Background: an optimization exercise with open tools, aiming at small area, a short achievable clock period and few clock cycles per item. Do not read the settings as production practice.
In this exercise RTL edits were held to simulation tests only and were not proved equivalent to the original.
Power figures rest on the tool's default switching activity, not on a simulated workload.

File: flow/flow/run.sh
#!/bin/bash
# Standard synthesis, then the standard layout with these changes: ports are
# buffered with buf_1, clock tree synthesis adds no dummy loads, and the timing
# repair after global routing aims at a tighter setup margin than the 8 ns clock
# asks for, fixing only the worst paths by resizing and pin swaps.
set -euo pipefail
bash standard.sh synth > synth.log 2>&1
export BUFFER_PORTS_ARGS="-buffer_cell sky130_fd_sc_hd__buf_1"
export CTS_ARGS="-sink_clustering_enable -repair_clock_nets -dont_use_dummy_load -buf_list {sky130_fd_sc_hd__clkbuf_4 sky130_fd_sc_hd__clkbuf_8}"
bash standard.sh cts > layout_to_cts.log 2>&1
export SETUP_SLACK_MARGIN=5.53
export TNS_END_PERCENT=100
export SETUP_MOVE_SEQUENCE="sizeup,swap"
bash standard.sh > layout.log 2>&1
File: flow/config.mk
export PLATFORM = sky130hd
export DESIGN_NAME = timing_example
export DESIGN_NICKNAME = timing_example
export VERILOG_FILES = /design/flow/design.v
export SDC_FILE = /design/flow/constraint.sdc
export NUM_CORES = 4
export LEC_CHECK = 0
export CAP_MARGIN = 20
export CORE_MARGIN = 2
export CORE_UTILIZATION = 40
export SLEW_MARGIN = 20
export SYNTH_HIERARCHICAL = 1
export SYNTH_MINIMUM_KEEP_SIZE = 0
File: flow/standard.sh
#!/bin/bash
# synth_recipe.tcl (not shown) runs the flow's synth.tcl, then flattens the netlist and writes it again
# the make line also repeats each setting of config.mk as NAME=value (left out here)
make -C /OpenROAD-flow-scripts/flow DESIGN_CONFIG=/design/flow/config.mk WORK_HOME=/design/flow/orfs CLKGATE_MAP_FILE= SYNTH_SCRIPT=/design/flow/synth_recipe.tcl "${@:-finish}"
File: flow/design.v
module timing_example #(
    parameter int INPUT_WIDTH   = 32,
    parameter int OUTPUT_WIDTH  = 8,
    parameter int COUNTER_WIDTH = 64,
    parameter int NUM_PIPELINES = 16
) (
    input  logic                                  clk,
    input  logic                                  rst,
    input  logic [               INPUT_WIDTH-1:0] data_in,
    input  logic                                  data_in_valid,
    input  logic [NUM_PIPELINES*OUTPUT_WIDTH-1:0] pipe_in,
    output logic                                  ready,
    output logic [              OUTPUT_WIDTH-1:0] data_out,
    output logic                                  data_out_valid,
    output logic [             COUNTER_WIDTH-1:0] count
);
  assign ready = 1'b1;
  logic [3:0] v_r;
  always_ff @(posedge clk or posedge rst) begin
    if (rst) v_r <= '0;
    else v_r <= {v_r[2:0], data_in_valid};
  end
  assign data_out_valid = v_r[3];
  logic [12:0] seg_all1, seg_cin;
  logic [63:0] count_nxt;
  cnt_seg #(.W(5)) u_cnt0 (.q(count[4:0]), .cin(seg_cin[0]), .d(count_nxt[4:0]), .all1(seg_all1[0]));
  cnt_seg #(.W(5)) u_cnt1 (.q(count[9:5]), .cin(seg_cin[1]), .d(count_nxt[9:5]), .all1(seg_all1[1]));
  cnt_seg #(.W(5)) u_cnt2 (.q(count[14:10]), .cin(seg_cin[2]), .d(count_nxt[14:10]), .all1(seg_all1[2]));
  cnt_seg #(.W(5)) u_cnt3 (.q(count[19:15]), .cin(seg_cin[3]), .d(count_nxt[19:15]), .all1(seg_all1[3]));
  cnt_seg #(.W(5)) u_cnt4 (.q(count[24:20]), .cin(seg_cin[4]), .d(count_nxt[24:20]), .all1(seg_all1[4]));
  cnt_seg #(.W(5)) u_cnt5 (.q(count[29:25]), .cin(seg_cin[5]), .d(count_nxt[29:25]), .all1(seg_all1[5]));
  cnt_seg #(.W(5)) u_cnt6 (.q(count[34:30]), .cin(seg_cin[6]), .d(count_nxt[34:30]), .all1(seg_all1[6]));
  cnt_seg #(.W(5)) u_cnt7 (.q(count[39:35]), .cin(seg_cin[7]), .d(count_nxt[39:35]), .all1(seg_all1[7]));
  cnt_seg #(.W(5)) u_cnt8 (.q(count[44:40]), .cin(seg_cin[8]), .d(count_nxt[44:40]), .all1(seg_all1[8]));
  cnt_seg #(.W(5)) u_cnt9 (.q(count[49:45]), .cin(seg_cin[9]), .d(count_nxt[49:45]), .all1(seg_all1[9]));
  cnt_seg #(.W(5)) u_cnt10 (.q(count[54:50]), .cin(seg_cin[10]), .d(count_nxt[54:50]), .all1(seg_all1[10]));
  cnt_seg #(.W(5)) u_cnt11 (.q(count[59:55]), .cin(seg_cin[11]), .d(count_nxt[59:55]), .all1(seg_all1[11]));
  cnt_seg #(.W(4)) u_cnt12 (.q(count[63:60]), .cin(seg_cin[12]), .d(count_nxt[63:60]), .all1(seg_all1[12]));
  logic pf_1_1;
  and2_cell u_pf0 (.a(v_r[0]), .b(seg_all1[0]), .y(pf_1_1));
  logic pf_1_3;
  and2_cell u_pf1 (.a(seg_all1[1]), .b(seg_all1[2]), .y(pf_1_3));
  logic pf_1_5;
  and2_cell u_pf2 (.a(seg_all1[3]), .b(seg_all1[4]), .y(pf_1_5));
  logic pf_1_7;
  and2_cell u_pf3 (.a(seg_all1[5]), .b(seg_all1[6]), .y(pf_1_7));
  logic pf_1_9;
  and2_cell u_pf4 (.a(seg_all1[7]), .b(seg_all1[8]), .y(pf_1_9));
  logic pf_1_11;
  and2_cell u_pf5 (.a(seg_all1[9]), .b(seg_all1[10]), .y(pf_1_11));
  logic pf_2_2;
  and2_cell u_pf6 (.a(pf_1_1), .b(seg_all1[1]), .y(pf_2_2));
  logic pf_2_3;
  and2_cell u_pf7 (.a(pf_1_1), .b(pf_1_3), .y(pf_2_3));
  logic pf_2_6;
  and2_cell u_pf8 (.a(pf_1_5), .b(seg_all1[5]), .y(pf_2_6));
  logic pf_2_7;
  and2_cell u_pf9 (.a(pf_1_5), .b(pf_1_7), .y(pf_2_7));
  logic pf_2_10;
  and2_cell u_pf10 (.a(pf_1_9), .b(seg_all1[9]), .y(pf_2_10));
  logic pf_2_11;
  and2_cell u_pf11 (.a(pf_1_9), .b(pf_1_11), .y(pf_2_11));
  logic pf_4_4;
  and2_cell u_pf12 (.a(pf_2_3), .b(seg_all1[3]), .y(pf_4_4));
  logic pf_4_5;
  and2_cell u_pf13 (.a(pf_2_3), .b(pf_1_5), .y(pf_4_5));
  logic pf_4_6;
  and2_cell u_pf14 (.a(pf_2_3), .b(pf_2_6), .y(pf_4_6));
  logic pf_4_7;
  and2_cell u_pf15 (.a(pf_2_3), .b(pf_2_7), .y(pf_4_7));
  logic pf_4_12;
  and2_cell u_pf16 (.a(pf_2_11), .b(seg_all1[11]), .y(pf_4_12));
  logic pf_8_8;
  and2_cell u_pf17 (.a(pf_4_7), .b(seg_all1[7]), .y(pf_8_8));
  logic pf_8_9;
  and2_cell u_pf18 (.a(pf_4_7), .b(pf_1_9), .y(pf_8_9));
  logic pf_8_10;
  and2_cell u_pf19 (.a(pf_4_7), .b(pf_2_10), .y(pf_8_10));
  logic pf_8_11;
  and2_cell u_pf20 (.a(pf_4_7), .b(pf_2_11), .y(pf_8_11));
  logic pf_8_12;
  and2_cell u_pf21 (.a(pf_4_7), .b(pf_4_12), .y(pf_8_12));
  assign seg_cin[0] = v_r[0];
  assign seg_cin[1] = pf_1_1;
  assign seg_cin[2] = pf_2_2;
  assign seg_cin[3] = pf_2_3;
  assign seg_cin[4] = pf_4_4;
  assign seg_cin[5] = pf_4_5;
  assign seg_cin[6] = pf_4_6;
  assign seg_cin[7] = pf_4_7;
  assign seg_cin[8] = pf_8_8;
  assign seg_cin[9] = pf_8_9;
  assign seg_cin[10] = pf_8_10;
  assign seg_cin[11] = pf_8_11;
  assign seg_cin[12] = pf_8_12;
  always_ff @(posedge clk or posedge rst) begin
    if (rst) count <= '0;
    else count <= count_nxt;
  end
  logic pas_0;
  logic pac_1;
  logic pas_2;
  logic pac_3;
  logic pas_4;
  logic pac_5;
  logic pas_6;
  logic pac_7;
  logic pas_8;
  logic pac_9;
  logic pas_10;
  logic pac_11;
  logic pas_12;
  logic pac_13;
  logic pas_14;
  logic pac_15;
  logic pas_16;
  logic pac_17;
  logic pas_18;
  logic pac_19;
  logic pas_20;
  logic pac_21;
  logic pas_22;
  logic pac_23;
  logic pas_24;
  logic pac_25;
  logic pas_26;
  logic pac_27;
  logic pas_28;
  logic pac_29;
  logic pas_30;
  logic pac_31;
  logic pas_32;
  logic pac_33;
  logic [14:0] x_r;
  logic pbs_34;
  logic pbc_35;
  logic pbs_36;
  logic pbc_37;
  logic pbs_38;
  logic pbc_39;
  logic pbs_40;
  logic pbc_41;
  logic pbs_42;
  logic pbc_43;
  logic pbs_44;
  logic pbc_45;
  logic pbs_46;
  logic pbc_47;
  logic [7:0] x2_r;
  logic pqs_48;
  logic pqc_49;
  logic pqs_50;
  logic pqc_51;
  logic [5:0] pc;
  logic [5:0] e;
  logic [2:0] b_one_r, b_two_r, b_neg_r;
  logic e5_r;
  logic sas_52;
  logic sac_53;
  logic sas_54;
  logic sac_55;
  logic sas_56;
  logic sac_57;
  logic sas_58;
  logic sac_59;
  logic sas_60;
  logic sac_61;
  logic sas_62;
  logic sac_63;
  logic sas_64;
  logic sac_65;
  logic sas_66;
  logic sac_67;
  logic sas_68;
  logic sac_69;
  logic sas_70;
  logic sac_71;
  logic sas_72;
  logic sac_73;
  logic sas_74;
  logic sac_75;
  logic sas_76;
  logic sac_77;
  logic sas_78;
  logic sac_79;
  logic sas_80;
  logic sac_81;
  logic sas_82;
  logic sac_83;
  logic sas_84;
  logic sac_85;
  logic sas_86;
  logic sac_87;
  logic sas_88;
  logic sac_89;
  logic sas_90;
  logic sac_91;
  logic sas_92;
  logic sac_93;
  logic sas_94;
  logic sac_95;
  logic sas_96;
  logic sac_97;
  logic sas_98;
  logic sac_99;
  logic sas_100;
  logic sac_101;
  logic sas_102;
  logic sac_103;
  logic sas_104;
  logic sac_105;
  logic sas_106;
  logic sac_107;
  logic sas_108;
  logic sac_109;
  logic sas_110;
  logic sac_111;
  logic sas_112;
  logic sac_113;
  logic sas_114;
  logic sac_115;
  logic sas_116;
  logic sac_117;
  logic sas_118;
  logic sac_119;
  logic sas_120;
  logic sac_121;
  logic sas_122;
  logic sac_123;
  logic sas_124;
  logic sac_125;
  logic sas_126;
  logic sac_127;
  logic sas_128;
  logic sac_129;
  logic sas_130;
  logic sac_131;
  logic sas_132;
  logic sac_133;
  logic sas_134;
  logic sac_135;
  logic sas_136;
  logic sac_137;
  logic sas_138;
  logic sac_139;
  logic sas_140;
  logic sac_141;
  logic sas_142;
  logic sac_143;
  logic sas_144;
  logic sac_145;
  logic sas_146;
  logic sas_147;
  logic sas_148;
  logic sas_149;
  logic sas_150;
  logic sas_151;
  logic sas_152;
  logic sas_153;
  logic sas_154;
  logic sas_155;
  logic sas_156;
  logic sas_157;
  logic sas_158;
  logic sas_159;
  logic sas_160;
  logic sas_161;
  logic sas_162;
  logic sas_163;
  logic sas_164;
  logic sas_165;
  logic [44:0] s1_r;
  logic sbs_166;
  logic sbc_167;
  logic sbs_168;
  logic sbc_169;
  logic sbs_170;
  logic sbc_171;
  logic sbs_172;
  logic sbc_173;
  logic sbs_174;
  logic sbc_175;
  logic sbs_176;
  logic sbc_177;
  logic sbs_178;
  logic sbc_179;
  logic sbs_180;
  logic sbc_181;
  logic sbs_182;
  logic sbc_183;
  logic sbs_184;
  logic sbc_185;
  logic sbs_186;
  logic sbs_187;
  logic sbc_188;
  logic sbs_189;
  logic sbc_190;
  logic sbs_191;
  logic sbc_192;
  logic sbs_193;
  logic sbc_194;
  logic sbs_195;
  logic sbc_196;
  logic sbs_197;
  logic sbc_198;
  logic sbs_199;
  logic sbc_200;
  logic sbs_201;
  logic sbc_202;
  logic sbs_203;
  logic sbc_204;
  logic sbs_205;
  logic sbs_206;
  logic sbc_207;
  logic sbs_208;
  logic sbc_209;
  logic sbs_210;
  logic sbc_211;
  logic sbs_212;
  logic sbc_213;
  logic sbs_214;
  logic sbs_215;
  logic sbc_216;
  logic sbs_217;
  logic sbc_218;
  logic sbs_219;
  logic sbc_220;
  logic sbs_221;
  logic [10:0] s2_r;
  logic [6:0] s_sum;
  logic [6:0] s_r;
  logic pp_222;
  logic pp_223;
  logic pp_224;
  logic pp_225;
  logic pp_226;
  logic pp_227;
  logic pp_228;
  logic pp_229;
  logic pp_230;
  logic pp_231;
  logic pp_232;
  logic pp_233;
  logic pp_234;
  logic pp_235;
  logic pp_236;
  logic pp_237;
  logic ms_238;
  logic mc_239;
  logic ms_240;
  logic mc_241;
  logic ms_242;
  logic ms_243;
  logic mc_244;
  logic ms_245;
  logic mc_246;
  logic ms_247;
  logic mc_248;
  logic ms_249;
  logic mc_250;
  logic ms_251;
  logic [6:0] y;
  logic [6:0] y_r;
  fa_cell u_pa0 (.a(data_in[0]), .b(data_in[1]), .c(data_in[2]), .s(pas_0), .co(pac_1));
  fa_cell u_pa1 (.a(data_in[3]), .b(data_in[4]), .c(data_in[5]), .s(pas_2), .co(pac_3));
  fa_cell u_pa2 (.a(data_in[6]), .b(data_in[7]), .c(data_in[8]), .s(pas_4), .co(pac_5));
  fa_cell u_pa3 (.a(data_in[9]), .b(data_in[10]), .c(data_in[11]), .s(pas_6), .co(pac_7));
  fa_cell u_pa4 (.a(data_in[12]), .b(data_in[13]), .c(data_in[14]), .s(pas_8), .co(pac_9));
  fa_cell u_pa5 (.a(data_in[15]), .b(data_in[16]), .c(data_in[17]), .s(pas_10), .co(pac_11));
  fa_cell u_pa6 (.a(data_in[18]), .b(data_in[19]), .c(data_in[20]), .s(pas_12), .co(pac_13));
  fa_cell u_pa7 (.a(data_in[21]), .b(data_in[22]), .c(data_in[23]), .s(pas_14), .co(pac_15));
  fa_cell u_pa8 (.a(data_in[24]), .b(data_in[25]), .c(data_in[26]), .s(pas_16), .co(pac_17));
  fa_cell u_pa9 (.a(data_in[27]), .b(data_in[28]), .c(data_in[29]), .s(pas_18), .co(pac_19));
  fa_cell u_pa10 (.a(data_in[30]), .b(data_in[31]), .c(pas_0), .s(pas_20), .co(pac_21));
  fa_cell u_pa11 (.a(pas_2), .b(pas_4), .c(pas_6), .s(pas_22), .co(pac_23));
  fa_cell u_pa12 (.a(pas_8), .b(pas_10), .c(pas_12), .s(pas_24), .co(pac_25));
  fa_cell u_pa13 (.a(pas_14), .b(pas_16), .c(pas_18), .s(pas_26), .co(pac_27));
  fa_cell u_pa14 (.a(pac_1), .b(pac_3), .c(pac_5), .s(pas_28), .co(pac_29));
  fa_cell u_pa15 (.a(pac_7), .b(pac_9), .c(pac_11), .s(pas_30), .co(pac_31));
  fa_cell u_pa16 (.a(pac_13), .b(pac_15), .c(pac_17), .s(pas_32), .co(pac_33));
  always_ff @(posedge clk) x_r[0] <= pas_20;
  always_ff @(posedge clk) x_r[1] <= pas_22;
  always_ff @(posedge clk) x_r[2] <= pas_24;
  always_ff @(posedge clk) x_r[3] <= pas_26;
  always_ff @(posedge clk) x_r[4] <= pac_19;
  always_ff @(posedge clk) x_r[5] <= pac_21;
  always_ff @(posedge clk) x_r[6] <= pac_23;
  always_ff @(posedge clk) x_r[7] <= pac_25;
  always_ff @(posedge clk) x_r[8] <= pac_27;
  always_ff @(posedge clk) x_r[9] <= pas_28;
  always_ff @(posedge clk) x_r[10] <= pas_30;
  always_ff @(posedge clk) x_r[11] <= pas_32;
  always_ff @(posedge clk) x_r[12] <= pac_29;
  always_ff @(posedge clk) x_r[13] <= pac_31;
  always_ff @(posedge clk) x_r[14] <= pac_33;
  fa_cell u_pb17 (.a(x_r[0]), .b(x_r[1]), .c(x_r[2]), .s(pbs_34), .co(pbc_35));
  fa_cell u_pb18 (.a(x_r[4]), .b(x_r[5]), .c(x_r[6]), .s(pbs_36), .co(pbc_37));
  fa_cell u_pb19 (.a(x_r[7]), .b(x_r[8]), .c(x_r[9]), .s(pbs_38), .co(pbc_39));
  fa_cell u_pb20 (.a(x_r[12]), .b(x_r[13]), .c(x_r[14]), .s(pbs_40), .co(pbc_41));
  fa_cell u_pb21 (.a(pbc_35), .b(pbs_36), .c(pbs_38), .s(pbs_42), .co(pbc_43));
  fa_cell u_pb22 (.a(pbc_37), .b(pbc_39), .c(pbs_40), .s(pbs_44), .co(pbc_45));
  fa_cell u_pb23 (.a(pbs_42), .b(x_r[10]), .c(x_r[11]), .s(pbs_46), .co(pbc_47));
  always_ff @(posedge clk) x2_r[0] <= pbs_34;
  always_ff @(posedge clk) x2_r[1] <= x_r[3];
  always_ff @(posedge clk) x2_r[2] <= pbs_46;
  always_ff @(posedge clk) x2_r[3] <= pbc_47;
  always_ff @(posedge clk) x2_r[4] <= pbc_43;
  always_ff @(posedge clk) x2_r[5] <= pbs_44;
  always_ff @(posedge clk) x2_r[6] <= pbc_45;
  always_ff @(posedge clk) x2_r[7] <= pbc_41;
  assign pqs_48 = x2_r[3] ^ x2_r[4];
  assign pqc_49 = x2_r[3] & x2_r[4];
  assign pqs_50 = x2_r[6] ^ x2_r[7];
  assign pqc_51 = x2_r[6] & x2_r[7];
  assign pc = {1'b0, pqc_51, pqs_50, x2_r[5], x2_r[2], x2_r[0]} + {1'b0, 1'b0, pqc_49, pqs_48, 1'b0, x2_r[1]};
  assign e = {pc[5] ^ ~pc[4], ~pc[4], pc[3:0]};
  always_ff @(posedge clk) e5_r <= e[5];
  always_ff @(posedge clk) begin
    for (int k = 0; k < 3; k++) begin
      logic lo, mid, hi;
      lo  = (k == 0) ? 1'b0 : e[2*k-1];
      mid = e[2*k];
      hi  = e[2*k+1];
      b_one_r[k] <= mid ^ lo;
      b_two_r[k] <= (hi & ~mid & ~lo) | (~hi & mid & lo);
      b_neg_r[k] <= hi & ~(mid & lo);
    end
  end
  fa_cell u_sa24 (.a(pipe_in[0]), .b(pipe_in[8]), .c(pipe_in[16]), .s(sas_52), .co(sac_53));
  fa_cell u_sa25 (.a(pipe_in[24]), .b(pipe_in[32]), .c(pipe_in[40]), .s(sas_54), .co(sac_55));
  fa_cell u_sa26 (.a(pipe_in[48]), .b(pipe_in[56]), .c(pipe_in[64]), .s(sas_56), .co(sac_57));
  fa_cell u_sa27 (.a(pipe_in[72]), .b(pipe_in[80]), .c(pipe_in[88]), .s(sas_58), .co(sac_59));
  fa_cell u_sa28 (.a(pipe_in[96]), .b(pipe_in[104]), .c(pipe_in[112]), .s(sas_60), .co(sac_61));
  fa_cell u_sa29 (.a(pipe_in[120]), .b(sas_52), .c(sas_54), .s(sas_62), .co(sac_63));
  fa_cell u_sa30 (.a(sas_56), .b(sas_58), .c(sas_60), .s(sas_64), .co(sac_65));
  fa_cell u_sa31 (.a(pipe_in[1]), .b(pipe_in[9]), .c(pipe_in[17]), .s(sas_66), .co(sac_67));
  fa_cell u_sa32 (.a(pipe_in[25]), .b(pipe_in[33]), .c(pipe_in[41]), .s(sas_68), .co(sac_69));
  fa_cell u_sa33 (.a(pipe_in[49]), .b(pipe_in[57]), .c(pipe_in[65]), .s(sas_70), .co(sac_71));
  fa_cell u_sa34 (.a(pipe_in[73]), .b(pipe_in[81]), .c(pipe_in[89]), .s(sas_72), .co(sac_73));
  fa_cell u_sa35 (.a(pipe_in[97]), .b(pipe_in[105]), .c(pipe_in[113]), .s(sas_74), .co(sac_75));
  fa_cell u_sa36 (.a(pipe_in[121]), .b(sac_53), .c(sac_55), .s(sas_76), .co(sac_77));
  fa_cell u_sa37 (.a(sac_57), .b(sac_59), .c(sac_61), .s(sas_78), .co(sac_79));
  fa_cell u_sa38 (.a(sas_66), .b(sas_68), .c(sas_70), .s(sas_80), .co(sac_81));
  fa_cell u_sa39 (.a(pipe_in[2]), .b(pipe_in[10]), .c(pipe_in[18]), .s(sas_82), .co(sac_83));
  fa_cell u_sa40 (.a(pipe_in[26]), .b(pipe_in[34]), .c(pipe_in[42]), .s(sas_84), .co(sac_85));
  fa_cell u_sa41 (.a(pipe_in[50]), .b(pipe_in[58]), .c(pipe_in[66]), .s(sas_86), .co(sac_87));
  fa_cell u_sa42 (.a(pipe_in[74]), .b(pipe_in[82]), .c(pipe_in[90]), .s(sas_88), .co(sac_89));
  fa_cell u_sa43 (.a(pipe_in[98]), .b(pipe_in[106]), .c(pipe_in[114]), .s(sas_90), .co(sac_91));
  fa_cell u_sa44 (.a(pipe_in[122]), .b(sac_67), .c(sac_69), .s(sas_92), .co(sac_93));
  fa_cell u_sa45 (.a(sac_71), .b(sac_73), .c(sac_75), .s(sas_94), .co(sac_95));
  fa_cell u_sa46 (.a(sas_82), .b(sas_84), .c(sas_86), .s(sas_96), .co(sac_97));
  fa_cell u_sa47 (.a(pipe_in[3]), .b(pipe_in[11]), .c(pipe_in[19]), .s(sas_98), .co(sac_99));
  fa_cell u_sa48 (.a(pipe_in[27]), .b(pipe_in[35]), .c(pipe_in[43]), .s(sas_100), .co(sac_101));
  fa_cell u_sa49 (.a(pipe_in[51]), .b(pipe_in[59]), .c(pipe_in[67]), .s(sas_102), .co(sac_103));
  fa_cell u_sa50 (.a(pipe_in[75]), .b(pipe_in[83]), .c(pipe_in[91]), .s(sas_104), .co(sac_105));
  fa_cell u_sa51 (.a(pipe_in[99]), .b(pipe_in[107]), .c(pipe_in[115]), .s(sas_106), .co(sac_107));
  fa_cell u_sa52 (.a(pipe_in[123]), .b(sac_83), .c(sac_85), .s(sas_108), .co(sac_109));
  fa_cell u_sa53 (.a(sac_87), .b(sac_89), .c(sac_91), .s(sas_110), .co(sac_111));
  fa_cell u_sa54 (.a(sas_98), .b(sas_100), .c(sas_102), .s(sas_112), .co(sac_113));
  fa_cell u_sa55 (.a(pipe_in[4]), .b(pipe_in[12]), .c(pipe_in[20]), .s(sas_114), .co(sac_115));
  fa_cell u_sa56 (.a(pipe_in[28]), .b(pipe_in[36]), .c(pipe_in[44]), .s(sas_116), .co(sac_117));
  fa_cell u_sa57 (.a(pipe_in[52]), .b(pipe_in[60]), .c(pipe_in[68]), .s(sas_118), .co(sac_119));
  fa_cell u_sa58 (.a(pipe_in[76]), .b(pipe_in[84]), .c(pipe_in[92]), .s(sas_120), .co(sac_121));
  fa_cell u_sa59 (.a(pipe_in[100]), .b(pipe_in[108]), .c(pipe_in[116]), .s(sas_122), .co(sac_123));
  fa_cell u_sa60 (.a(pipe_in[124]), .b(sac_99), .c(sac_101), .s(sas_124), .co(sac_125));
  fa_cell u_sa61 (.a(sac_103), .b(sac_105), .c(sac_107), .s(sas_126), .co(sac_127));
  fa_cell u_sa62 (.a(sas_114), .b(sas_116), .c(sas_118), .s(sas_128), .co(sac_129));
  fa_cell u_sa63 (.a(pipe_in[5]), .b(pipe_in[13]), .c(pipe_in[21]), .s(sas_130), .co(sac_131));
  fa_cell u_sa64 (.a(pipe_in[29]), .b(pipe_in[37]), .c(pipe_in[45]), .s(sas_132), .co(sac_133));
  fa_cell u_sa65 (.a(pipe_in[53]), .b(pipe_in[61]), .c(pipe_in[69]), .s(sas_134), .co(sac_135));
  fa_cell u_sa66 (.a(pipe_in[77]), .b(pipe_in[85]), .c(pipe_in[93]), .s(sas_136), .co(sac_137));
  fa_cell u_sa67 (.a(pipe_in[101]), .b(pipe_in[109]), .c(pipe_in[117]), .s(sas_138), .co(sac_139));
  fa_cell u_sa68 (.a(pipe_in[125]), .b(sac_115), .c(sac_117), .s(sas_140), .co(sac_141));
  fa_cell u_sa69 (.a(sac_119), .b(sac_121), .c(sac_123), .s(sas_142), .co(sac_143));
  fa_cell u_sa70 (.a(sas_130), .b(sas_132), .c(sas_134), .s(sas_144), .co(sac_145));
  xor_cell u_sax0 (.a(pipe_in[6]), .b(pipe_in[14]), .y(sas_146));
  xor_cell u_sax1 (.a(pipe_in[22]), .b(pipe_in[30]), .y(sas_147));
  xor_cell u_sax2 (.a(pipe_in[38]), .b(pipe_in[46]), .y(sas_148));
  xor_cell u_sax3 (.a(pipe_in[54]), .b(pipe_in[62]), .y(sas_149));
  xor_cell u_sax4 (.a(pipe_in[70]), .b(pipe_in[78]), .y(sas_150));
  xor_cell u_sax5 (.a(pipe_in[86]), .b(pipe_in[94]), .y(sas_151));
  xor_cell u_sax6 (.a(pipe_in[102]), .b(pipe_in[110]), .y(sas_152));
  xor_cell u_sax7 (.a(pipe_in[118]), .b(pipe_in[126]), .y(sas_153));
  xor_cell u_sax8 (.a(sas_146), .b(sas_147), .y(sas_154));
  xor_cell u_sax9 (.a(sas_148), .b(sas_149), .y(sas_155));
  xor_cell u_sax10 (.a(sas_150), .b(sas_151), .y(sas_156));
  xor_cell u_sax11 (.a(sas_152), .b(sas_153), .y(sas_157));
  xor_cell u_sax12 (.a(sas_154), .b(sas_155), .y(sas_158));
  xor_cell u_sax13 (.a(sas_156), .b(sas_157), .y(sas_159));
  xor_cell u_sax14 (.a(sac_131), .b(sac_133), .y(sas_160));
  xor_cell u_sax15 (.a(sac_135), .b(sac_137), .y(sas_161));
  xor_cell u_sax16 (.a(sac_139), .b(sas_158), .y(sas_162));
  xor_cell u_sax17 (.a(sas_159), .b(sas_160), .y(sas_163));
  xor_cell u_sax18 (.a(sas_161), .b(sac_141), .y(sas_164));
  xor_cell u_sax19 (.a(sas_162), .b(sas_163), .y(sas_165));
  always_ff @(posedge clk) s1_r[0] <= sas_62;
  always_ff @(posedge clk) s1_r[1] <= sas_64;
  always_ff @(posedge clk) s1_r[2] <= sas_72;
  always_ff @(posedge clk) s1_r[3] <= sas_74;
  always_ff @(posedge clk) s1_r[4] <= sas_76;
  always_ff @(posedge clk) s1_r[5] <= sac_63;
  always_ff @(posedge clk) s1_r[6] <= sac_65;
  always_ff @(posedge clk) s1_r[7] <= sas_78;
  always_ff @(posedge clk) s1_r[8] <= sas_80;
  always_ff @(posedge clk) s1_r[9] <= sas_88;
  always_ff @(posedge clk) s1_r[10] <= sas_90;
  always_ff @(posedge clk) s1_r[11] <= sac_77;
  always_ff @(posedge clk) s1_r[12] <= sac_79;
  always_ff @(posedge clk) s1_r[13] <= sas_92;
  always_ff @(posedge clk) s1_r[14] <= sac_81;
  always_ff @(posedge clk) s1_r[15] <= sas_94;
  always_ff @(posedge clk) s1_r[16] <= sas_96;
  always_ff @(posedge clk) s1_r[17] <= sas_104;
  always_ff @(posedge clk) s1_r[18] <= sas_106;
  always_ff @(posedge clk) s1_r[19] <= sac_93;
  always_ff @(posedge clk) s1_r[20] <= sac_95;
  always_ff @(posedge clk) s1_r[21] <= sas_108;
  always_ff @(posedge clk) s1_r[22] <= sac_97;
  always_ff @(posedge clk) s1_r[23] <= sas_110;
  always_ff @(posedge clk) s1_r[24] <= sas_112;
  always_ff @(posedge clk) s1_r[25] <= sas_120;
  always_ff @(posedge clk) s1_r[26] <= sas_122;
  always_ff @(posedge clk) s1_r[27] <= sac_109;
  always_ff @(posedge clk) s1_r[28] <= sac_111;
  always_ff @(posedge clk) s1_r[29] <= sas_124;
  always_ff @(posedge clk) s1_r[30] <= sac_113;
  always_ff @(posedge clk) s1_r[31] <= sas_126;
  always_ff @(posedge clk) s1_r[32] <= sas_128;
  always_ff @(posedge clk) s1_r[33] <= sas_136;
  always_ff @(posedge clk) s1_r[34] <= sas_138;
  always_ff @(posedge clk) s1_r[35] <= sac_125;
  always_ff @(posedge clk) s1_r[36] <= sac_127;
  always_ff @(posedge clk) s1_r[37] <= sas_140;
  always_ff @(posedge clk) s1_r[38] <= sac_129;
  always_ff @(posedge clk) s1_r[39] <= sas_142;
  always_ff @(posedge clk) s1_r[40] <= sas_144;
  always_ff @(posedge clk) s1_r[41] <= sac_143;
  always_ff @(posedge clk) s1_r[42] <= sac_145;
  always_ff @(posedge clk) s1_r[43] <= sas_164;
  always_ff @(posedge clk) s1_r[44] <= sas_165;
  fa_cell u_sb71 (.a(s1_r[2]), .b(s1_r[3]), .c(s1_r[4]), .s(sbs_166), .co(sbc_167));
  fa_cell u_sb72 (.a(s1_r[5]), .b(s1_r[6]), .c(s1_r[7]), .s(sbs_168), .co(sbc_169));
  fa_cell u_sb73 (.a(s1_r[9]), .b(s1_r[10]), .c(s1_r[11]), .s(sbs_170), .co(sbc_171));
  fa_cell u_sb74 (.a(s1_r[12]), .b(s1_r[13]), .c(s1_r[14]), .s(sbs_172), .co(sbc_173));
  fa_cell u_sb75 (.a(s1_r[17]), .b(s1_r[18]), .c(s1_r[19]), .s(sbs_174), .co(sbc_175));
  fa_cell u_sb76 (.a(s1_r[20]), .b(s1_r[21]), .c(s1_r[22]), .s(sbs_176), .co(sbc_177));
  fa_cell u_sb77 (.a(s1_r[25]), .b(s1_r[26]), .c(s1_r[27]), .s(sbs_178), .co(sbc_179));
  fa_cell u_sb78 (.a(s1_r[28]), .b(s1_r[29]), .c(s1_r[30]), .s(sbs_180), .co(sbc_181));
  fa_cell u_sb79 (.a(s1_r[33]), .b(s1_r[34]), .c(s1_r[35]), .s(sbs_182), .co(sbc_183));
  fa_cell u_sb80 (.a(s1_r[36]), .b(s1_r[37]), .c(s1_r[38]), .s(sbs_184), .co(sbc_185));
  assign sbs_186 = s1_r[41] ^ s1_r[42] ^ s1_r[43];
  fa_cell u_sb81 (.a(sbs_166), .b(sbs_168), .c(s1_r[8]), .s(sbs_187), .co(sbc_188));
  fa_cell u_sb82 (.a(sbc_167), .b(sbc_169), .c(sbs_170), .s(sbs_189), .co(sbc_190));
  fa_cell u_sb83 (.a(sbs_172), .b(s1_r[15]), .c(s1_r[16]), .s(sbs_191), .co(sbc_192));
  fa_cell u_sb84 (.a(sbc_171), .b(sbc_173), .c(sbs_174), .s(sbs_193), .co(sbc_194));
  fa_cell u_sb85 (.a(sbs_176), .b(s1_r[23]), .c(s1_r[24]), .s(sbs_195), .co(sbc_196));
  fa_cell u_sb86 (.a(sbc_175), .b(sbc_177), .c(sbs_178), .s(sbs_197), .co(sbc_198));
  fa_cell u_sb87 (.a(sbs_180), .b(s1_r[31]), .c(s1_r[32]), .s(sbs_199), .co(sbc_200));
  fa_cell u_sb88 (.a(sbc_179), .b(sbc_181), .c(sbs_182), .s(sbs_201), .co(sbc_202));
  fa_cell u_sb89 (.a(sbs_184), .b(s1_r[39]), .c(s1_r[40]), .s(sbs_203), .co(sbc_204));
  assign sbs_205 = sbc_183 ^ sbc_185 ^ sbs_186;
  fa_cell u_sb90 (.a(sbc_188), .b(sbs_189), .c(sbs_191), .s(sbs_206), .co(sbc_207));
  fa_cell u_sb91 (.a(sbc_190), .b(sbc_192), .c(sbs_193), .s(sbs_208), .co(sbc_209));
  fa_cell u_sb92 (.a(sbc_194), .b(sbc_196), .c(sbs_197), .s(sbs_210), .co(sbc_211));
  fa_cell u_sb93 (.a(sbc_198), .b(sbc_200), .c(sbs_201), .s(sbs_212), .co(sbc_213));
  assign sbs_214 = sbc_202 ^ sbc_204 ^ sbs_205;
  fa_cell u_sb94 (.a(sbc_207), .b(sbs_208), .c(sbs_195), .s(sbs_215), .co(sbc_216));
  fa_cell u_sb95 (.a(sbc_209), .b(sbs_210), .c(sbs_199), .s(sbs_217), .co(sbc_218));
  fa_cell u_sb96 (.a(sbc_211), .b(sbs_212), .c(sbs_203), .s(sbs_219), .co(sbc_220));
  assign sbs_221 = sbc_213 ^ sbs_214 ^ s1_r[44];
  always_ff @(posedge clk) s2_r[0] <= s1_r[0];
  always_ff @(posedge clk) s2_r[1] <= s1_r[1];
  always_ff @(posedge clk) s2_r[2] <= sbs_187;
  always_ff @(posedge clk) s2_r[3] <= sbs_206;
  always_ff @(posedge clk) s2_r[4] <= sbs_215;
  always_ff @(posedge clk) s2_r[5] <= sbc_216;
  always_ff @(posedge clk) s2_r[6] <= sbs_217;
  always_ff @(posedge clk) s2_r[7] <= sbc_218;
  always_ff @(posedge clk) s2_r[8] <= sbs_219;
  always_ff @(posedge clk) s2_r[9] <= sbc_220;
  always_ff @(posedge clk) s2_r[10] <= sbs_221;
  assign s_sum = {s2_r[9], s2_r[7], s2_r[5], s2_r[4], s2_r[3], s2_r[2], s2_r[0]} + {s2_r[10], s2_r[8], s2_r[6], 1'b0, 1'b0, 1'b0, s2_r[1]};
  always_ff @(posedge clk) s_r <= s_sum;
  assign pp_222 = ((b_one_r[0] & s_r[0]) | (b_two_r[0] & 1'b0)) ^ b_neg_r[0];
  assign pp_223 = ((b_one_r[0] & s_r[1]) | (b_two_r[0] & s_r[0])) ^ b_neg_r[0];
  assign pp_224 = ((b_one_r[0] & s_r[2]) | (b_two_r[0] & s_r[1])) ^ b_neg_r[0];
  assign pp_225 = ((b_one_r[0] & s_r[3]) | (b_two_r[0] & s_r[2])) ^ b_neg_r[0];
  assign pp_226 = ((b_one_r[0] & s_r[4]) | (b_two_r[0] & s_r[3])) ^ b_neg_r[0];
  assign pp_227 = ((b_one_r[0] & s_r[5]) | (b_two_r[0] & s_r[4])) ^ b_neg_r[0];
  assign pp_228 = ((b_one_r[0] & s_r[6]) | (b_two_r[0] & s_r[5])) ^ b_neg_r[0];
  assign pp_229 = ((b_one_r[1] & s_r[0]) | (b_two_r[1] & 1'b0)) ^ b_neg_r[1];
  assign pp_230 = ((b_one_r[1] & s_r[1]) | (b_two_r[1] & s_r[0])) ^ b_neg_r[1];
  assign pp_231 = ((b_one_r[1] & s_r[2]) | (b_two_r[1] & s_r[1])) ^ b_neg_r[1];
  assign pp_232 = ((b_one_r[1] & s_r[3]) | (b_two_r[1] & s_r[2])) ^ b_neg_r[1];
  assign pp_233 = ((b_one_r[1] & s_r[4]) | (b_two_r[1] & s_r[3])) ^ b_neg_r[1];
  assign pp_234 = ((b_one_r[2] & s_r[0]) | (b_two_r[2] & 1'b0)) ^ b_neg_r[2];
  assign pp_235 = ((b_one_r[2] & s_r[1]) | (b_two_r[2] & s_r[0])) ^ b_neg_r[2];
  assign pp_236 = ((b_one_r[2] & s_r[2]) | (b_two_r[2] & s_r[1])) ^ b_neg_r[2];
  assign pp_237 = e5_r & s_r[0];
  assign ms_238 = pp_226 ^ pp_231;
  assign mc_239 = pp_226 & pp_231;
  assign ms_240 = pp_227 ^ pp_232;
  assign mc_241 = pp_227 & pp_232;
  assign ms_242 = pp_228 ^ pp_233 ^ pp_236;
  assign ms_243 = pp_224 ^ pp_229;
  assign mc_244 = pp_224 & pp_229;
  assign ms_245 = pp_225 ^ pp_230;
  assign mc_246 = pp_225 & pp_230;
  fa_cell u_m97 (.a(pp_234), .b(b_neg_r[2]), .c(ms_238), .s(ms_247), .co(mc_248));
  fa_cell u_m98 (.a(pp_235), .b(ms_240), .c(mc_239), .s(ms_249), .co(mc_250));
  assign ms_251 = pp_237 ^ ms_242 ^ mc_241;
  assign y = {ms_251, ms_249, ms_247, ms_245, b_neg_r[1], pp_223, pp_222} + {mc_250, mc_248, mc_246, mc_244, ms_243, 1'b0, b_neg_r[0]};
  always_ff @(posedge clk) y_r <= y;
  assign data_out = {y_r, 1'b0};
endmodule
module fa_cell (
    input  logic a,
    input  logic b,
    input  logic c,
    output logic s,
    output logic co
);
  assign s  = a ^ b ^ c;
  assign co = (a & b) | (a & c) | (b & c);
endmodule
module xor_cell (
    input  logic a,
    input  logic b,
    output logic y
);
  assign y = a ^ b;
endmodule
module and2_cell (
    input  logic a,
    input  logic b,
    output logic y
);
  assign y = a & b;
endmodule
module cnt_seg #(
    parameter int W = 8
) (
    input  logic [W-1:0] q,
    input  logic         cin,
    output logic [W-1:0] d,
    output logic         all1
);
  logic [W:0] c;
  always_comb begin
    c[0] = cin;
    for (int i = 0; i < W; i++) begin
      d[i]   = q[i] ^ c[i];
      c[i+1] = q[i] & c[i];
    end
  end
  assign all1 = &q;
endmodule
File: flow/constraint.sdc
create_clock -name core_clock -period 8.0 [get_ports {clk}]
set_input_delay 1.6000 -clock core_clock [delete_from_list [all_inputs] [get_ports {clk}]]
set_output_delay 1.6000 -clock core_clock [all_outputs]
set_load 0.01 [all_outputs]
==> results.toml, run 1 <==
[global_routing]
grt_pass1_wl_um = 25040
grt_overflow = 0
grt_pass1_vias = 5330
grt_max_degree = 69
grt.total_usage = 0.1491
antenna_found_initial = 1

[sta]
clock_skew_ns = 0.03290
period_share = 0.3277
whs_ns = 0.3366
setup_viol_count_final = 0
tns_ns = 0
period_minus_slack_ns = 2.621
slew_headroom = 0.4384
slew_viol_final = 0
rsz0062_at_grt = "true"
worst_slew_pin_slew_ns = 0.8424
hold_viol_final = 0
max_freq_mhz = 381.5

[worst_setup_path]
cp_max_fo = 3
r2r_cells = 4
worstSetupStartpoint = "count[14]$_DFF_PP0_"
cp_slowest_stage_delay_ns = 0.43
required_ns = 6.40
crit_family = "flip-flops"
r2r-start = "s1_r[33]$_DFF_P_"
cp.depth = 1
endpoint_kind = "output port"
crit_slowest_cell = "dfrtp_1"
worstSetupPathType = "register to output port"
crit_buf_inv = 1
reg2reg_to = "s2_r[8]$_DFF_P_"
r2r_slack_ns = 5.60
crit_end = "count[14]"
crit_chain = "clkbuf_2"
worstPathArrival_ns = 1.02
setup.worst_path.start_class = "register"

[outcome]
status = "complete, no violations"

[layout]
layout.nets = 1102
synthToLayoutAreaGrowth_pct = 19.37
fin_cells = 1029
drive_gt1_frac = 0.1402
utilization = 0.4869

[floorplan]
core_area_um2 = 19530
start_util = 0.4079
io_pins = 237
num_rows = 51
die_area_um2 = 21060
die_x_um = 145.1
die_h_um = 145.1

[power_and_ir_drop]
cellLeakagePower_uw = 0.004464
p_sw_uw = 1174
seqPwrFrac = 0.378
power_frac_clock = 0.132
p_sw_frac = 0.3526
power_density_nw_per_um2 = 350.2
p_int_uw = 2155
combPwrFrac = 0.490
ir_worst_vdd_uv = 219.7

[cts]
cts_max_path_buffers = 2
cts_setup_buffers = 0
clockRootBuffer = "clkbuf_8"
cts_buffers = 17
path_clk_slew_ns = 0.10
clk_latency_ns = 0.45
cts_max_level = 4
tritoncts = "done"
post_cts_resized = 0
cts_hold_buf = 0
cts.sinks = 171

[placement]
io_buffers = 218
gp_congestion = 0.8504
dp_hpwl_um = 12630
place_inst = 1011

[detailed_routing]
avgRoutedWirePerCell_um = 14.48
drt_iter0_markers = 107
vias_per_cell = 4.481
antenna_left = 0
drc = 0
vias = 4611
first_pass_iters = 4
drt_wl_total_um = 14900

[synthesis]
syn_inst = 531
synth.cell_area_um2 = 7965
syn-num-nets = 868
synth.avg_cell_area_um2 = 15.00
synth_warnings = 9

[run]
drv_cap = 0

[min_path]
hold_depth = 0
min_path_type = "register to register"
power groups by stage:
stage / logic, uW / registers [uW] / clock network [uW]
detailed placement: 1640 / 1270 / 0
finish: 1630 / 1260 / 441
CTS: 1650 / 1250 / 469
global placement: 1600 / 1260 / 0
floorplan: 1300 / 1240 / 0
global route: 1900 / 1280 / 500
through the flow:
step           setup WS [ns]  cell area (um2)  power [uW]
3_3_place_gp           5.120             9095        2860
6_report               5.379             9508        3330
5_1_grt                5.297             9505        3681
2_1_floorplan          4.688             7965        2537
3_5_place_dp           5.108             9095        2906
4_1_cts                5.319             9329        3370
registers in the layout, summed over array words and instances (netlist names):
name,count
count,64
s1_r,45
x_r,15
s2_r,11
x2_r,8
s_r,7
y_r,7
v_r,4
b_neg_r,3
b_one_r,3
b_two_r,3
e5_r,1
how the worst min path moves through the flow:
stage / start / end / slack (ns)
after global routing: x_r[3]$_DFF_P_ / x2_r[1]$_DFF_P_ / 0.35
after detailed placement: x_r[3]$_DFF_P_ / x2_r[1]$_DFF_P_ / 0.32
after global placement: x_r[3]$_DFF_P_ / x2_r[1]$_DFF_P_ / 0.32
after floorplan: s1_r[0]$_DFF_P_ / s2_r[0]$_DFF_P_ / 0.31
final: x_r[3]$_DFF_P_ / x2_r[1]$_DFF_P_ / 0.34
after CTS: x_r[3]$_DFF_P_ / x2_r[1]$_DFF_P_ / 0.34
layer usage:
layer / global-route usage / share of wire
met5: 0 / 0
met4: 0.04853 / 0.016
met3: 0.04371 / 0.054
met2: 0.2767 / 0.55
met1: 0.1631 / 0.38
cell type report:
| type | instances | area, um2 |
|---|---|---|
| flip-flops and latches | 171 | 3770 |
| inverters | 4 | 15.01 |
| multi-input cells | 352 | 4189 |
| clock buffers | 17 | 234.0 |
| fillers | 1826 | 10020 |
| repair buffers | 219 | 965.9 |
| diodes | 1 | 2.502 |
| well taps | 265 | 331.6 |
layout by cell type, fill, tap and decap left out, drive strengths merged, types with 16 or more instances in the layout:
cell type    n
fa          99
clkbuf      75
buf        161
nand2       18
nor2        16
xnor2       35
dfrtp       68
and2        22
dfxtp      103
xor2        40
ha          75
Testbench counts, summed over its fixed seeds: cycles 1,632, items 1,600.
==> run 2, diff against run 1 <==
==> flow/flow/run.sh (replaced) <==
#!/bin/bash
# Standard synthesis, then the standard layout with two changes: ports are
# buffered with buf_1, and clock tree synthesis adds no dummy loads.
set -euo pipefail
bash standard.sh synth > synth.log 2>&1
export BUFFER_PORTS_ARGS="-buffer_cell sky130_fd_sc_hd__buf_1"
export CTS_ARGS="-sink_clustering_enable -repair_clock_nets -dont_use_dummy_load -buf_list {sky130_fd_sc_hd__clkbuf_4 sky130_fd_sc_hd__clkbuf_8}"
bash standard.sh > layout.log 2>&1
==> run 2 against run 1 <==
Compared with the run above:
- first-iteration DRC count shrank 7.5%
- final area fell by 1.9%
- highest routed layer unchanged
- via count increased by 0.17%
- die area unchanged
==> results.toml, run 2 <==
[sta]
whs_ns = 0.3367
tns_ns = 0
period_minus_slack_ns = 2.636
hold_viol_final = 0
setup_viol_count_final = 0
slew_headroom = 0.4350
rsz0062_at_grt = "false"
worst_slew_pin_slew_ns = 0.8475
clock_skew_ns = 0.03302
slew_viol_final = 0
period_share = 0.3296
max_freq_mhz = 379.3

[global_routing]
grt.total_usage = 0.1491
grt_pass1_vias = 5330
met1_usage = 0.1631
grtUsageMet2 = 0.2767
grt_overflow = 0
grt_use_met3 = 0.04371
grt_pass1_wl_um = 25040
grt_max_degree = 69
gr-max-usage-layer = "met2"
antenna_found_initial = 1

[power_and_ir_drop]
cellLeakagePower_uw = 0.004203
power_density_nw_per_um2 = 352.5
ir_worst_vdd_uv = 219.1

[detailed_routing]
drt_wl_total_um = 14810
avgRoutedWirePerCell_um = 14.39
first_pass_iters = 4
drc = 0
vias_per_cell = 4.489
antenna_left = 0
drt_iter0_markers = 99
vias = 4619

[worst_setup_path]
crit_family = "flip-flops"
cp_slowest_stage_delay_ns = 0.41
crit_slowest_cell = "dfrtp_1"
cp_max_fo = 3
crit_buf_inv = 1
worstSetupPathType = "register to output port"
required_ns = 6.40
crit_chain = "buf_1"
setup.worst_path.start_class = "register"
worstPathArrival_ns = 1.04
endpoint_kind = "output port"

[min_path]
min_path_type = "register to register"

[floorplan]
die_h_um = 145.1
core_area_um2 = 19530
num_rows = 51
die_area_um2 = 21060
die_x_um = 145.1
io_pins = 237
start_util = 0.4079

[layout]
final_cell_mix = "218 x buf_1, 103 x dfxtp_1, 99 x fa_1, 75 x ha_1, 68 x dfrtp_1"
final_common_cell = "buf_1"
synthToLayoutAreaGrowth_pct = 17.15
drive_gt1_frac = 0.03014
top_register = "count"
fill_cells = 1847
reg_top3 = "count x64, s1_r x45, x_r x15"
largest_reg_flops = 64
multi_input_area_um2 = 4159
regArea_um2 = 3764
layout.nets = 1102

[cts]
clk_latency_ns = 0.45
cts_setup_buffers = 0
cts_max_level = 4
cts_hold_buf = 0
path_clk_slew_ns = 0.10
post_cts_resized = 0
tritoncts = "done"
cts_buffers = 17
clockRootBuffer = "clkbuf_8"
cts_max_path_buffers = 2
cts.sinks = 171

[placement]
gp_congestion = 0.8504
io_buffers = 218
dp_hpwl_um = 12630

[synthesis]
synth.avg_cell_area_um2 = 15.00
synth_warnings = 9
synth.cell_area_um2 = 7965
syn_inst = 531
syn-num-nets = 868

[run]
drv_cap = 0

[outcome]
status = "complete, no violations"
==> run 2: through the flow <==
step / std cells / instance area [um2] / power, uW / setup WS [ns] / utilization
floorplan: 531 / 7965 / 2537 / 4.688 / -
global placement: 1011 / 9095 / 2860 / 5.120 / 0.4658
detailed placement: 1011 / 9095 / 2906 / 5.108 / 0.4658
CTS: 1028 / 9329 / 3370 / 5.319 / 0.4778
global route: 1028 / 9329 / 3638 / 5.278 / 0.4778
finish: 1029 / 9331 / 3290 / 5.364 / 0.4779
==> run 2: metal layers <==
layer  vias to the layer above  wire, um
met5                         -         0
met4                         0       226
met3                        20       817
met2                       158      8057
met1                      2252      5703
li1                       2189         -
==> run 2: layout make-up <==
type | count | area share
clock buffer | 17 | 0.02507
inverter | 4 | 0.001609
tap | 265 | 0.03553
sequential | 171 | 0.4033
timing repair buffer | 219 | 0.08850
multi-input combinational | 352 | 0.4457
antenna | 1 | 0.0002682
==> run 2: power by group <==
| group | leakage (uW) | internal [uW] | switching (uW) |
|---|---|---|---|
| Sequential | 0.00180 | 1110 | 142 |
| Combinational | 0.00228 | 832 | 766 |
| Clock | 0.000122 | 188 | 255 |
==> run 2: final timing paths <==
kind | start | endpoint | slack (ns) | cells past startpoint
setup / recovery | count[14]$_DFF_PP0_ | count[14] | 5.36 | 1
hold / removal | x_r[3]$_DFF_P_ | x2_r[1]$_DFF_P_ | 0.34 | 0
max in group asynchronous | rst | count[27]$_DFF_PP0_ | 6.05 | 3
hold reg to reg | x_r[3]$_DFF_P_ | x2_r[1]$_DFF_P_ | 0.34 | 0
min in group asynchronous | rst | count[17]$_DFF_PP0_ | 1.39 | 3
setup reg to reg | s1_r[28]$_DFF_P_ | s2_r[10]$_DFF_P_ | 5.56 | 7
==> run 3, diff against run 2 <==
--- a/flow/config.mk
+++ b/flow/config.mk
@@ -8,5 +8,5 @@
 export CAP_MARGIN = 20
 export CORE_MARGIN = 2
-export CORE_UTILIZATION = 40
+export CORE_UTILIZATION = 60
 export SLEW_MARGIN = 20
 export SYNTH_HIERARCHICAL = 1
==> run 3 against run 2 <==
Compared with the run above:
- clock skew decreased by 0.017 ns
- hold slack worse by 0.0092 ns
- sequential share of layout area grew 0.50 points
- clock power is 2% lower
- clock-buffer cell count did not move
- sequential cell count did not move
- critical path depth stayed put
- area after synthesis unchanged
- global-route usage is 6.5 points higher
- critical endpoint is now count[29]
==> results.toml, run 3 <==
[cts]
path_clk_slew_ns = 0.08
clockRootBuffer = "clkbuf_8"
cts.sinks = 171
cts_hold_buf = 0
post_cts_resized = 0
cts_setup_buffers = 0
cts_max_path_buffers = 2
clk_latency_ns = 0.44
tritoncts = "done"
cts_max_level = 4
cts_buffers = 17

[worst_setup_path]
crit_end = "count[29]"
cp_slowest_stage_delay_ns = 0.40
crit_family = "flip-flops"
crit_buf_inv = 1
crit_chain = "buf_1"
reg2reg_to = "s2_r[10]$_DFF_P_"
worstPathArrival_ns = 1.04
r2r_slack_ns = 5.56
required_ns = 6.40
cp_max_fo = 3
worstSetupPathType = "register to output port"
cp.depth = 1
endpoint_kind = "output port"
crit_slowest_cell = "dfrtp_1"
r2r_cells = 7
setup.worst_path.start_class = "register"
worstSetupStartpoint = "count[29]$_DFF_PP0_"
r2r-start = "s1_r[33]$_DFF_P_"

[layout]
layout.nets = 1102
synthToLayoutAreaGrowth_pct = 15.72
fill_cells = 947
antenna_cells = 0
drive_gt1_frac = 0.03014
reg_top3 = "count x64, s1_r x45, x_r x15"
final_common_cell = "buf_1"
final_cell_mix = "218 x buf_1, 103 x dfxtp_1, 99 x fa_1, 75 x ha_1, 68 x dfrtp_1"
largest_reg_flops = 64
top_register = "count"

[sta]
slew_headroom = 0.4431
rsz0062_at_grt = "false"
tns_ns = 0
postLayoutSetupSlackWorst_ns = 5.357
clock_skew_ns = 0.01553
hold_viol_final = 0
period_share = 0.3303
worst_slew_pin_slew_ns = 0.8354
slew_viol_final = 0
period_minus_slack_ns = 2.643
setup_viol_count_final = 0
max_freq_mhz = 378.4

[global_routing]
antenna_found_initial = 0
grt_max_degree = 69
grt_overflow = 0
grt_pass1_vias = 4885
grt.total_usage = 0.2139
grt_pass1_wl_um = 22980

[detailed_routing]
drt_wl_total_um = 13970
vias = 4602
first_pass_iters = 4
drt_iter0_markers = 142
avgRoutedWirePerCell_um = 14.88
vias_per_cell = 4.901
drc = 0
antenna_left = 0

[synthesis]
synth_warnings = 9
syn_inst = 531
syn-num-nets = 868
synth.cell_area_um2 = 7965
synth.avg_cell_area_um2 = 15.00

[floorplan]
core_area_um2 = 13090
start_util = 0.6087
die_area_um2 = 14210
num_rows = 42
die_x_um = 119.2
io_pins = 237
die_h_um = 119.2

[placement]
io_buffers = 218
dp_hpwl_um = 11770
gp_congestion = 0.8341
preCtsSetupSlack_ns = 5.112

[run]
drv_cap = 0

[power_and_ir_drop]
ir_worst_vdd_uv = 260.6
cellLeakagePower_uw = 0.004203
total_power_uw = 3287
power_density_nw_per_um2 = 356.6

[min_path]
min_path_type = "register to register"

[outcome]
status = "complete, no violations"
==> run 3: cell count changes in the layout (fill, tap and decap cells not counted), sizes merged <==
cell   previous run  this run
diode             1         0
==> run 3: worst register-to-register path, stage by stage, from the launching register on <==
cell,delay (ns)
dfxtp_1,0.32
fa_1,0.56
fa_1,0.43
fa_1,0.41
xnor2_1,0.20
xnor2_1,0.15
xnor2_1,0.16
xnor2_1,0.09
==> run 3: cell type report <==
class,instances,area [um2],area share
multi-input combinational,352,4159,0.4512
sequential,171,3764,0.4083
timing repair buffer,219,825.8,0.08959
clock buffer,17,234.0,0.02538
tap,176,220.2,0.02389
inverter,4,15.01,0.001629
==> run 3: worst min path at each step <==
stage | slack (ns) | cells after the start | start | endpoint
after floorplan | 0.31 | 0 | s1_r[0]$_DFF_P_ | s2_r[0]$_DFF_P_
after detailed placement | 0.32 | 0 | s1_r[0]$_DFF_P_ | s2_r[0]$_DFF_P_
after global placement | 0.31 | 0 | x_r[3]$_DFF_P_ | x2_r[1]$_DFF_P_
after global routing | 0.34 | 0 | x_r[3]$_DFF_P_ | x2_r[1]$_DFF_P_
after CTS | 0.33 | 0 | s1_r[0]$_DFF_P_ | s2_r[0]$_DFF_P_
final | 0.33 | 0 | s1_r[0]$_DFF_P_ | s2_r[0]$_DFF_P_
==> run 3: metal layers <==
layer | vias to the layer above | wire length (um) | GRT usage
met4 | 0 | 192 | 0.07589
li1 | 2190 | - | -
met1 | 2235 | 5451 | 0.2566
met2 | 161 | 7406 | 0.3707
met3 | 16 | 920 | 0.05987
met5 | - | 0 | 0
==> run 3: metrics by stage <==
stage / cell area (um2) / util / cells / hold slack (ns)
4_1_cts: 9218 / 0.7044 / 939 / 0.3306
3_3_place_gp: 8984 / 0.6866 / 922 / 0.3113
3_5_place_dp: 8984 / 0.6866 / 922 / 0.3182
5_1_grt: 9218 / 0.7044 / 939 / 0.3385
6_report: 9218 / 0.7044 / 939 / 0.3276
2_1_floorplan: 7965 / - / 531 / 0.3096
==> run 3: where the power goes <==
part	total, uW	switching, uW	internal [uW]	leakage, uW
clock	436	249	188	0.000122
combinational	1610	769	836	0.00228
sequential	1250	138	1110	0.00180
total	3290	1160	2130	0.00420
==> run 4, diff against run 3 <==
--- a/flow/config.mk
+++ b/flow/config.mk
@@ -8,5 +8,5 @@
 export CAP_MARGIN = 20
 export CORE_MARGIN = 2
-export CORE_UTILIZATION = 60
+export CORE_UTILIZATION = 75
 export SLEW_MARGIN = 20
 export SYNTH_HIERARCHICAL = 1
==> run 4 against run 3 <==
Compared with the run above:
- still clean on timing, DRC and antenna
- register-to-register slack got worse by 0.12 ns
- wire length is 20% higher
- critical path depth unchanged
- critical path type unchanged
- largest power group unchanged
==> results.toml, run 4 <==
[power_and_ir_drop]
ir_worst_vdd_uv = 514.1
cellLeakagePower_uw = 0.004203
total_power_uw = 3418
power_density_nw_per_um2 = 372.9

[layout]
largest_reg_flops = 64
utilization = 0.8880
final_cell_mix = "218 x buf_1, 103 x dfxtp_1, 99 x fa_1, 75 x ha_1, 68 x dfrtp_1"
synthToLayoutAreaGrowth_pct = 15.10
drive_gt1_frac = 0.03014
top_register = "count"
final_common_cell = "buf_1"
layout.nets = 1102
antenna_cells = 0
reg_top3 = "count x64, s1_r x45, x_r x15"

[worst_setup_path]
crit_end = "count[44]"
crit_chain = "buf_1"
setup.worst_path.start_class = "register"
r2r-start = "s1_r[28]$_DFF_P_"
cp_slowest_stage_delay_ns = 0.43
r2r_cells = 7
reg2reg_to = "s2_r[10]$_DFF_P_"
crit_slowest_cell = "dfrtp_1"
worstSetupPathType = "register to output port"
cp_max_fo = 3
required_ns = 6.40
crit_buf_inv = 1
worstPathArrival_ns = 1.12
crit_family = "flip-flops"
cp.depth = 1
worstSetupStartpoint = "count[44]$_DFF_PP0_"
endpoint_kind = "output port"
r2r_slack_ns = 5.44

[floorplan]
die_h_um = 107.1
die_area_um2 = 11460
core_area_um2 = 10320
num_rows = 37
die_x_um = 107.1
io_pins = 237
start_util = 0.7715

[sta]
period_minus_slack_ns = 2.720
slew_viol_final = 0
worst_slew_pin_slew_ns = 0.8197
max_freq_mhz = 367.7
rsz0062_at_grt = "false"
hold_viol_final = 0
slew_headroom = 0.4536
clock_skew_ns = 0.01282
setup_viol_count_final = 0
period_share = 0.3400
tns_ns = 0

[global_routing]
antenna_found_initial = 0
grt_overflow = 0
grt_pass1_wl_um = 27170
grt.total_usage = 0.3245
grt_pass1_vias = 5707
grt_max_degree = 69

[cts]
cts_buffers = 17
cts_setup_buffers = 0
cts_max_level = 4
cts_max_path_buffers = 2
path_clk_slew_ns = 0.08
post_cts_resized = 0
tritoncts = "done"
cts.sinks = 171
clk_latency_ns = 0.44
clockRootBuffer = "clkbuf_8"
cts_hold_buf = 0

[detailed_routing]
drt_iter0_markers = 187
vias_per_cell = 5.449
vias = 4899
drc = 0
antenna_left = 0
avgRoutedWirePerCell_um = 18.58
first_pass_iters = 4
drt_wl_total_um = 16710

[run]
drv_cap = 0

[outcome]
status = "complete, no violations"

[placement]
io_buffers = 218
gp_congestion = 0.7965
dp_hpwl_um = 13120

[synthesis]
synth.cell_area_um2 = 7965
synth_warnings = 9
syn_inst = 531
synth.avg_cell_area_um2 = 15.00
syn-num-nets = 868

[min_path]
min_path_type = "register to register"
[run 4: worst min path at each step]
stage | from | endpoint | slack (ns) | cells past startpoint
after global routing | s1_r[0]$_DFF_P_ | s2_r[0]$_DFF_P_ | 0.35 | 0
after floorplan | s1_r[0]$_DFF_P_ | s2_r[0]$_DFF_P_ | 0.31 | 0
after global placement | x_r[3]$_DFF_P_ | x2_r[1]$_DFF_P_ | 0.31 | 0
after CTS | s1_r[0]$_DFF_P_ | s2_r[0]$_DFF_P_ | 0.34 | 0
final | s1_r[0]$_DFF_P_ | s2_r[0]$_DFF_P_ | 0.34 | 0
after detailed placement | s1_r[0]$_DFF_P_ | s2_r[0]$_DFF_P_ | 0.33 | 0
[run 4: stage by stage]
stage | setup slack [ns] | cells | hold WS, ns | instance area [um2]
finish | 5.280 | 899 | 0.3372 | 9168
detailed placement | 5.105 | 882 | 0.3251 | 8934
floorplan | 4.688 | 531 | 0.3096 | 7965
CTS | 5.286 | 899 | 0.3440 | 9168
global placement | 5.133 | 882 | 0.3111 | 8934
global route | 5.268 | 899 | 0.3488 | 9168
[run 4: area by class of cell]
type / instances / area, um2
fill: 465 / 1156
multi-input combinational: 352 / 4159
clock buffer: 17 / 234.0
tap: 136 / 170.2
sequential: 171 / 3764
timing repair buffer: 219 / 825.8
inverter: 4 / 15.01
[run 4: power by group]
| group | leakage [uW] | internal (uW) | total (uW) | switching [uW] |
|---|---|---|---|---|
| Combinational | 0.00228 | 855 | 1720 | 868 |
| Clock | 0.000122 | 187 | 443 | 256 |
| Sequential | 0.00180 | 1110 | 1250 | 145 |
| Total | 0.00420 | 2150 | 3420 | 1270 |
[run 4: metal layers]
layer	GRT usage	vias up	part of all wire
met3	0.08146	67	0.056
met2	0.5877	228	0.55
li1	-	2189	-
met5	0	-	0
met1	0.3454	2415	0.35
met4	0.1744	0	0.048
==> run 5, diff against run 4 <==
==> flow/flow/run.sh (replaced) <==
#!/bin/bash
# Standard synthesis, then the standard layout with two changes: ports are
# buffered with buf_1, and clock tree synthesis adds no dummy loads.
set -euo pipefail
bash standard.sh synth > synth.log 2>&1
export BUFFER_PORTS_ARGS="-buffer_cell sky130_fd_sc_hd__buf_1"
export CTS_ARGS="-repair_clock_nets -dont_use_dummy_load -buf_list {sky130_fd_sc_hd__clkbuf_4 sky130_fd_sc_hd__clkbuf_8}"
bash standard.sh > layout.log 2>&1
--- a/flow/config.mk
+++ b/flow/config.mk
@@ -8,5 +8,5 @@
 export CAP_MARGIN = 20
 export CORE_MARGIN = 2
-export CORE_UTILIZATION = 75
+export CORE_UTILIZATION = 40
 export SLEW_MARGIN = 20
 export SYNTH_HIERARCHICAL = 1
==> run 5 against run 4 <==
Compared with the run above:
- die area rose by 84%
- register-to-register slack improved by 0.12 ns
- still clean on timing, DRC and antenna
- fmax rose by 3.2%
- largest power group unchanged
- final cell count rose by 14%
- final area rose by 1.8%
==> results.toml, run 5 <==
[detailed_routing]
vias = 4619
first_pass_iters = 4
avgRoutedWirePerCell_um = 14.39
drt_wl_total_um = 14810
drt_iter0_markers = 99
antenna_left = 0
vias_per_cell = 4.489
drc = 0

[power_and_ir_drop]
ir_worst_vdd_uv = 219.1
cellLeakagePower_uw = 0.004203
total_power_uw = 3290
power_density_nw_per_um2 = 352.5

[floorplan]
start_util = 0.4079
core_area_um2 = 19530
io_pins = 237
die_h_um = 145.1
die_area_um2 = 21060
num_rows = 51
die_x_um = 145.1

[worst_setup_path]
cp_max_fo = 3
crit_buf_inv = 1
endpoint_kind = "output port"
r2r_slack_ns = 5.56
reg2reg_to = "s2_r[10]$_DFF_P_"
r2r-start = "s1_r[28]$_DFF_P_"
cp.depth = 1
setup.worst_path.start_class = "register"
required_ns = 6.40
worstSetupPathType = "register to output port"
crit_slowest_cell = "dfrtp_1"
worstPathArrival_ns = 1.04
r2r_cells = 7
cp_slowest_stage_delay_ns = 0.41
crit_chain = "buf_1"
crit_family = "flip-flops"

[layout]
largest_reg_flops = 64
top_register = "count"
final_cell_mix = "218 x buf_1, 103 x dfxtp_1, 99 x fa_1, 75 x ha_1, 68 x dfrtp_1"
synthToLayoutAreaGrowth_pct = 17.15
final_common_cell = "buf_1"
reg_top3 = "count x64, s1_r x45, x_r x15"
layout.nets = 1102
drive_gt1_frac = 0.03014

[synthesis]
synth.avg_cell_area_um2 = 15.00
synth_warnings = 9
syn_inst = 531
syn-num-nets = 868
synth.cell_area_um2 = 7965

[cts]
cts_buffers = 17
cts_max_path_buffers = 2
clockRootBuffer = "clkbuf_8"
cts_setup_buffers = 0
cts.sinks = 171
clk_latency_ns = 0.45
tritoncts = "done"
post_cts_resized = 0
path_clk_slew_ns = 0.10
cts_max_level = 4
cts_hold_buf = 0

[sta]
clock_skew_ns = 0.03302
worst_slew_pin_slew_ns = 0.8475
whs_ns = 0.3367
slew_viol_final = 0
max_freq_mhz = 379.3
rsz0062_at_grt = "false"
setup_viol_count_final = 0
slew_headroom = 0.4350
tns_ns = 0
period_minus_slack_ns = 2.636
hold_viol_final = 0
period_share = 0.3296

[min_path]
hold_depth = 0
min_path_type = "register to register"
hold_start = "x_r[3]$_DFF_P_"
min_to = "x2_r[1]$_DFF_P_"

[placement]
gp_congestion = 0.8504
io_buffers = 218
dp_hpwl_um = 12630

[global_routing]
grt_pass1_vias = 5330
grt.total_usage = 0.1491
grt_overflow = 0
grt_max_degree = 69
grt_pass1_wl_um = 25040
antenna_found_initial = 1

[outcome]
status = "complete, no violations"

[run]
drv_cap = 0
run 5: cell types whose count changed in the layout (fill, tap and decap cells not counted):
cell and delta:
diode_2 +1
run 5: cell type report:
cell class,count,area [um2]
timing repair buffer,219,825.8
sequential,171,3764
clock buffer,17,234.0
tap,265,331.6
antenna,1,2.502
fill,1847,10190
inverter,4,15.01
multi-input combinational,352,4159
run 5: where the power goes:
| part | leakage [uW] | internal [uW] | switching (uW) | total [uW] |
|---|---|---|---|---|
| Combinational | 0.00228 | 832 | 766 | 1600 |
| Sequential | 0.00180 | 1110 | 142 | 1250 |
| Clock | 0.000122 | 188 | 255 | 443 |
run 5: worst max path at each step:
stage | start | to | slack [ns]
after floorplan | rst | count[0]$_DFF_PP0_ | 4.69
after global placement | pipe_in[4] | s1_r[43]$_DFF_P_ | 5.12
after detailed placement | pipe_in[4] | s1_r[43]$_DFF_P_ | 5.11
after CTS | count[19]$_DFF_PP0_ | count[19] | 5.32
after global routing | count[14]$_DFF_PP0_ | count[14] | 5.28
final | count[14]$_DFF_PP0_ | count[14] | 5.36
run 5: per-layer routing:
metal / wire length [um] / part of all wire / GRT usage
met5: 0 / 0 / 0
met4: 226 / 0.015 / 0.04853
met3: 817 / 0.055 / 0.04371
met2: 8057 / 0.54 / 0.2767
met1: 5703 / 0.39 / 0.1631
run 5: stage by stage:
stage / setup WS, ns / util / std cells / area [um2]
after global placement: 5.120 / 0.4658 / 1011 / 9095
after global routing: 5.278 / 0.4778 / 1028 / 9329
after detailed placement: 5.108 / 0.4658 / 1011 / 9095
final: 5.364 / 0.4779 / 1029 / 9331
after floorplan: 4.688 / - / 531 / 7965
after CTS: 5.319 / 0.4778 / 1028 / 9329

==> afterwards: timing with drivers on the ports <==
In the flow no input, the clock included, has a driving cell. The finished layouts below were timed again as built, in two steps.
Step 1 assumes that a clkbuf_16 drives the clock port and a buf_2 every other input.
Step 2 moves the port delays by t, midway between the first and last clock arrival at a register: inputs arrive t later, outputs are due t later. That takes back most of the time a late clock gives input paths.
Three values: ideal ports, drivers, drivers and shift; two values: the first two.
run | t, ns | slack for setup (ns) | clock arrival spread, ns | slew at the worst register clock pin (ns) | worst data-port slew with drivers (ns)
run 1 | 0.468 | 5.379 / 5.339 / 5.108 | 0.044 / 0.044 | 0.10 / 0.10 | 0.06
run 2 | 0.471 | 5.364 / 5.324 / 5.104 | 0.042 / 0.042 | 0.10 / 0.10 | 0.06
run 3 | 0.469 | 5.357 / 5.321 / 5.115 | 0.023 / 0.023 | 0.08 / 0.08 | 0.07
run 4 | 0.479 | 5.280 / 5.242 / 5.080 | 0.019 / 0.019 | 0.08 / 0.08 | 0.08
run 5 | 0.471 | 5.364 / 5.324 / 5.104 | 0.042 / 0.042 | 0.10 / 0.10 | 0.06
After both steps every run listed still meets setup and hold. For run 1, which loses most, drivers alone change the setup slack by -0.040 ns; drivers and shift together by -0.271 ns.
